From an optimization exercise on the open Yosys and OpenROAD flow, aimed at small area, a short achievable clock period and few clock cycles per item; shortcuts taken in it are not production practice.
RTL that was checked went through simulation tests only; none was proved equivalent to the original.
Power is estimated from default activity; no workload was simulated.

==> juniper: inputs <==
// fpm
module fpm(
  input clk,
  input rst,
  input [31:0] number_in,
  input number_a_valid,
  output number_a_ready,
  input number_b_valid,
  output number_b_ready,
  output [31:0] number_out,
  output result_valid
);
  reg phase;             
  reg nrm_b;             
  reg vx, vy, vz, vw;    
  reg slow;              
  reg rv;
  reg ar_q, br_q;        
  reg [31:0] ra, rb;
  reg        hb;         
  reg [4:0]  k;          
  reg [12:0] mm;         
  reg [36:0] tsn, tcn;   
  reg        c13, stlo;  
  reg [9:0]  s1_e;       
  reg        s1_s, s1_nan, s1_inf, s1_zero, s1_slow;
  reg [25:0] sig;        
  reg [9:0]  e;          
  reg        le0;        
  reg        s2_s, s2_nan, s2_inf, s2_zero;
  reg [31:0] out;
  wire [7:0] ea = ra[30:23];
  wire [7:0] eb = rb[30:23];
  wire ha = |ea;
  wire hb_e = |eb;
  wire [23:0] ma = {ha, ra[22:0]};
  wire [23:0] mb = {hb, rb[22:0]};
  wire fa0 = ~|ra[22:0];
  wire fb0 = ~|rb[22:0];
  wire a_zero = ~ha & fa0;
  wire b_zero = ~hb_e & fb0;
  wire a_max = &ea;
  wire b_max = &eb;
  wire a_nan = a_max & ~fa0;
  wire b_nan = b_max & ~fb0;
  wire a_inf = a_max & fa0;
  wire b_inf = b_max & fb0;
  wire [7:0] ein = number_in[30:23];
  wire in_f0 = ~|number_in[22:0];
  wire in_sub = ~|ein & ~in_f0;
  wire in_spec = (~|ein & in_f0) | &ein;
  wire a_sub = ~ha & ~fa0;
  wire a_spec = a_zero | a_max;
  wire go_a = a_sub & ~in_sub & ~in_spec;
  wire go_b = in_sub & ~a_sub & ~a_spec;
  wire normalising = nrm_b;
  wire vx_next;
  wire a_fire = number_a_valid & ar_q;
  wire b_fire = number_b_valid & br_q;
  wire swap = b_fire & a_sub;
  assign number_a_ready = ar_q;
  assign number_b_ready = br_q;
  assign result_valid = rv;
  assign number_out = out;
  assign vx_next = rst & ((b_fire & ~go_a & ~go_b) | (nrm_b & rb[22]));
  wire [23:0] acc_s = ~tsn[36:13] & {24{~vx}};
  wire [23:0] acc_c = ~tcn[36:13] & {24{~vx}};
  wire [36:0] tree_sn, tree_cn;
  wire t1 = ~(mb[0] & mm[0]);
  wire t2 = ~(acc_s[0]);
  wire t3 = ~(acc_c[0]);
  wire t4 = ~(mb[1] & mm[0]);
  wire t5 = ~(mb[0] & mm[1]);
  wire t6 = ~(acc_s[1]);
  wire t7 = ~(acc_c[1]);
  wire t8 = ~(mb[2] & mm[0]);
  wire t9 = ~(mb[1] & mm[1]);
  wire t10 = ~(mb[0] & mm[2]);
  wire t11 = ~(acc_s[2]);
  wire t12 = ~(acc_c[2]);
  wire t13 = ~(mb[3] & mm[0]);
  ...
==> flow/config.mk <==
export PLATFORM = sky130hd
export DESIGN_NAME = fpm
export DESIGN_NICKNAME = fpm
export VERILOG_FILES = /design/flow/design.v
export SDC_FILE = /design/flow/constraint.sdc
export NUM_CORES = 4
export LEC_CHECK = 0
export CAP_MARGIN = 20
export CORE_MARGIN = 2
export CORE_UTILIZATION = 40
export SETUP_SLACK_MARGIN = 5
export SLEW_MARGIN = 20
export SYNTH_HIERARCHICAL = 1
==> flow/constraint.sdc <==
create_clock -name core_clock -period 9.0 [get_ports {clk}]
set_input_delay 1.8000 -clock core_clock [delete_from_list [all_inputs] [get_ports {clk}]]
set_output_delay 1.8000 -clock core_clock [all_outputs]
set_load 0.01 [all_outputs]
standard.sh (not shown) runs the stock make flow with config.mk's settings and CLKGATE_MAP_FILE= SYNTH_SCRIPT=/design/flow/synth_recipe.tcl, a recipe that flattens the netlist after the stock synthesis.
==> flow/flow/run.sh <==
#!/bin/bash
set -euo pipefail
bash standard.sh SETUP_SLACK_MARGIN=5.5 BUFFER_PORTS_ARGS=-buffer_cell\ sky130_fd_sc_hd__buf_1 CTS_ARGS=-sink_clustering_enable\ -repair_clock_nets\ -dont_use_dummy_load\ -buf_list\ sky130_fd_sc_hd__clkbuf_16\ -sink_clustering_size\ 30\ -sink_clustering_max_diameter\ 70 finish > standard.log 2>&1
==> garnet (differences from juniper) <==
--- a/flow/design.v
+++ b/flow/design.v
@@ -7,15 +7,15 @@
   output number_a_ready,
   input number_b_valid,
   output number_b_ready,
   output [31:0] number_out,
   output result_valid
 );
   reg phase;             
-  reg nrm_b;             
+  reg nrm_a, nrm_b;      
   reg vx, vy, vz, vw;    
   reg slow;              
   reg rv;
   reg ar_q, br_q;        
   reg [31:0] ra, rb;
   reg        hb;         
   reg [4:0]  k;          
@@ -49,24 +49,23 @@
   wire in_f0 = ~|number_in[22:0];
   wire in_sub = ~|ein & ~in_f0;
   wire in_spec = (~|ein & in_f0) | &ein;
   wire a_sub = ~ha & ~fa0;
   wire a_spec = a_zero | a_max;
   wire go_a = a_sub & ~in_sub & ~in_spec;
   wire go_b = in_sub & ~a_sub & ~a_spec;
-  wire normalising = nrm_b;
+  wire normalising = nrm_a | nrm_b;
   wire vx_next;
   wire a_fire = number_a_valid & ar_q;
   wire b_fire = number_b_valid & br_q;
-  wire swap = b_fire & a_sub;
   assign number_a_ready = ar_q;
   assign number_b_ready = br_q;
   assign result_valid = rv;
   assign number_out = out;
-  assign vx_next = rst & ((b_fire & ~go_a & ~go_b) | (nrm_b & rb[22]));
+  assign vx_next = rst & ((b_fire & ~go_a & ~go_b) | (nrm_a & ra[22]) | (nrm_b & rb[22]));
   wire [23:0] acc_s = ~tsn[36:13] & {24{~vx}};
   wire [23:0] acc_c = ~tcn[36:13] & {24{~vx}};
   wire [36:0] tree_sn, tree_cn;
   wire t1 = ~(mb[0] & mm[0]);
   wire t2 = ~(acc_s[0]);
   wire t3 = ~(acc_c[0]);
   wire t4 = ~(mb[1] & mm[0]);
@@ -1112,40 +1111,41 @@
   wire [9:0]  fe_r = mant_co ? (sig[25] ? e_inc : 10'd1) : fe;
   wire        ovf  = fe_r[9] | fe_r[8] | &fe_r[7:0];
   wire [31:0] res_w = s2_nan  ? {s2_s, 31'h7fc00000} :
                       s2_zero ? {s2_s, 31'd0} :
                       (s2_inf | ovf) ? {s2_s, 8'hff, 23'd0} :
                       {s2_s, fe_r[7:0], mant_r};
   wire phase_n = a_fire | (phase & ~b_fire);
-  wire nrm_b_n = b_fire ? (go_a | go_b) : (nrm_b & ~rb[22]);
+  wire nrm_a_n = b_fire ? go_a : (nrm_a & ~ra[22]);
+  wire nrm_b_n = b_fire ? go_b : (nrm_b & ~rb[22]);
   wire [7:0] ea1 = ea | {7'd0, ~ha};
   wire [7:0] eb1 = eb | {7'd0, ~hb_e};
   wire [7:0] es_c;
   assign es_c[0] = 1'b0;
   generate
     for (gl = 0; gl < 7; gl = gl + 1) begin : g_es
       assign es_c[gl+1] = (ea1[gl] & eb1[gl]) | ((ea1[gl] | eb1[gl]) & es_c[gl]);
     end
   endgenerate
   wire slow_set = vx & ((k != 5'd0) | (~ea1[7] & ~eb1[7] & ~es_c[7]));
   wire slow_n = slow_set | (slow & ~(vw & ~busy & ~vx & ~vy & ~vz & ~normalising));
   always @(posedge clk) begin
-    if (ar_q | swap)
+    if (ar_q)
       ra <= number_in;
-    if (swap)
-      rb <= ra;
-    else if (phase)
+    else if (nrm_a) begin
+      ra[22:0] <= {ra[21:0], 1'b0};
+      if (ra[22]) ra[30:23] <= 8'd1;
+    end
+    if (phase)
       rb <= number_in;
     else if (nrm_b) begin
       rb[22:0] <= {rb[21:0], 1'b0};
       if (rb[22]) rb[30:23] <= 8'd1;
     end
-    if (swap)
-      hb <= 1'b0;
-    else if (phase)
+    if (phase)
       hb <= |ein;
     else if (nrm_b & rb[22])
       hb <= 1'b1;
     if (phase)
       k <= 5'd0;
     else if (normalising)
       k <= {k[4] ^ &k[3:0], k[3] ^ &k[2:0], k[2] ^ &k[1:0], k[1] ^ k[0], ~k[0]};
@@ -1158,14 +1158,16 @@
     end
     tsn <= tree_sn;
     tcn <= tree_cn;
     c13 <= lo_c[13];
     stlo <= lo_nz;
     if (vx)
       mm <= {2'b00, ma[23:13]};
+    else if (nrm_a)
+      mm <= {ra[11:0], 1'b0};
     else
       mm <= ra[12:0];
     if (!busy) begin
       sig <= sig_z;
       e <= e_z;
       le0 <= le0_z;
       s2_s <= s1_s;
@@ -1176,33 +1178,35 @@
     end
     s2_nan <= s1_nan & ~busy;
     s2_inf <= s1_inf & ~busy;
     s2_zero <= s1_zero & ~busy;
     out <= res_w;
     if (rst == 0) begin
       phase <= 1'b0;
+      nrm_a <= 1'b0;
       nrm_b <= 1'b0;
       vx <= 1'b0;
       vy <= 1'b0;
       vz <= 1'b0;
       vw <= 1'b0;
       slow <= 1'b0;
       rv <= 1'b0;
       ar_q <= 1'b1;      
       br_q <= 1'b0;
     end else begin
       phase <= phase_n;
+      nrm_a <= nrm_a_n;
       nrm_b <= nrm_b_n;
       vx <= vx_next;
       vy <= vx;
       vz <= vy;
       vw <= vz | busy;
       rv <= vw & ~busy;
       slow <= slow_n;
-      ar_q <= ~phase_n & ~nrm_b_n;
+      ar_q <= ~phase_n & ~nrm_a_n & ~nrm_b_n;
       br_q <= phase_n & ~slow_n;
     end
   end
 endmodule
 module fpm_fa(input a, input b, input c, output s, output co);
   assign s = a ^ b ^ c;
   assign co = (a & b) | (a & c) | (b & c);
==> flow/flow/run.sh (replaced) <==
#!/bin/bash
set -euo pipefail
bash standard.sh SETUP_SLACK_MARGIN=5.5 BUFFER_PORTS_ARGS=-buffer_cell\ sky130_fd_sc_hd__buf_1 CTS_ARGS=-sink_clustering_enable\ -repair_clock_nets\ -dont_use_dummy_load\ -buf_list\ sky130_fd_sc_hd__clkbuf_16\ -sink_clustering_size\ 35\ -sink_clustering_max_diameter\ 80 finish > standard.log 2>&1
==> summary.md <==
| Metric | Value |
|---|---|
| Status | `timing/DRC/antenna clean` |
| Share of the synthesized area in the top cell type | `0.306` |
| Drt via density | `5.57` |
| Final worst clock skew | `0.0487 ns` |
| Slew Limit Headroom | `0.336` |
| Met3 Wirelength | `4250 um` |
| Power share of the combinational group | `0.694` |
| Worst Path Arrival | `3.82 ns` |
| Post_cts resized | `11` |
| Met3 Usage GRT | `0.0404` |
| Seq/Total Area, Yosys | `0.305` |
# the run above: juniper

==> summary.md <==
| Metric | Value |
|---|---|
| Status | `timing/DRC/antenna clean` |
| Final worst clock skew | `0.0743 ns` |
| CP top delay family | `adder cells` |
| Share of cells above drive strength 1 | `0.123` |
| Power share of the combinational group | `0.708` |
| Seq/Total Area, Yosys | `0.304` |
| Hold Crit Class | `flop to flop` |
| Drt via density | `5.49` |
| R2r startpoint | `mm[11]$_SDFF_PP0_` |
| Slew Limit Headroom | `0.369` |
| DR vias | `14100` |
| Met3 Wirelength | `4020 um` |
# the run above: garnet

Testbench counts of garnet, summed over its fixed seeds: cycles 6,440, items 3,200.
No functional check of the RTL was part of juniper.

==> static timing again, ports no longer ideal <==
How much do the figures lean on ideal ports? The routed layouts below were timed once more, with nothing changed but the port constraints.
Step 1 sets driving cells, clkbuf_16 on the clock port and buf_2 on the other inputs (assumed; they add their load-dependent delay and slew).
Step 2 adds t to the input delays and takes it off the output delays; t is the mean of the earliest and latest rising clock arrival at the registers after step 1. Input paths then give back, and output paths get back, about the clock's delay inside the block.
Slacks: no drivers / after step 1 / after step 2; pairs: no drivers / after step 1.
| run | shift t [ns] | setup WS [ns] | worst setup path at the end | slew at the worst register clock pin (ns) |
|---|---|---|---|---|
| juniper | 0.567 | 5.533 / 5.533 / 5.143 | input to register | 0.10 / 0.10 |
| garnet | 0.563 | 5.562 / 5.562 / 5.482 | input to register | 0.12 / 0.12 |
After both steps setup and hold are still met in every run listed. The setup slack of juniper, which loses most, moves by 0.000 ns with the drivers and by -0.390 ns with both steps.
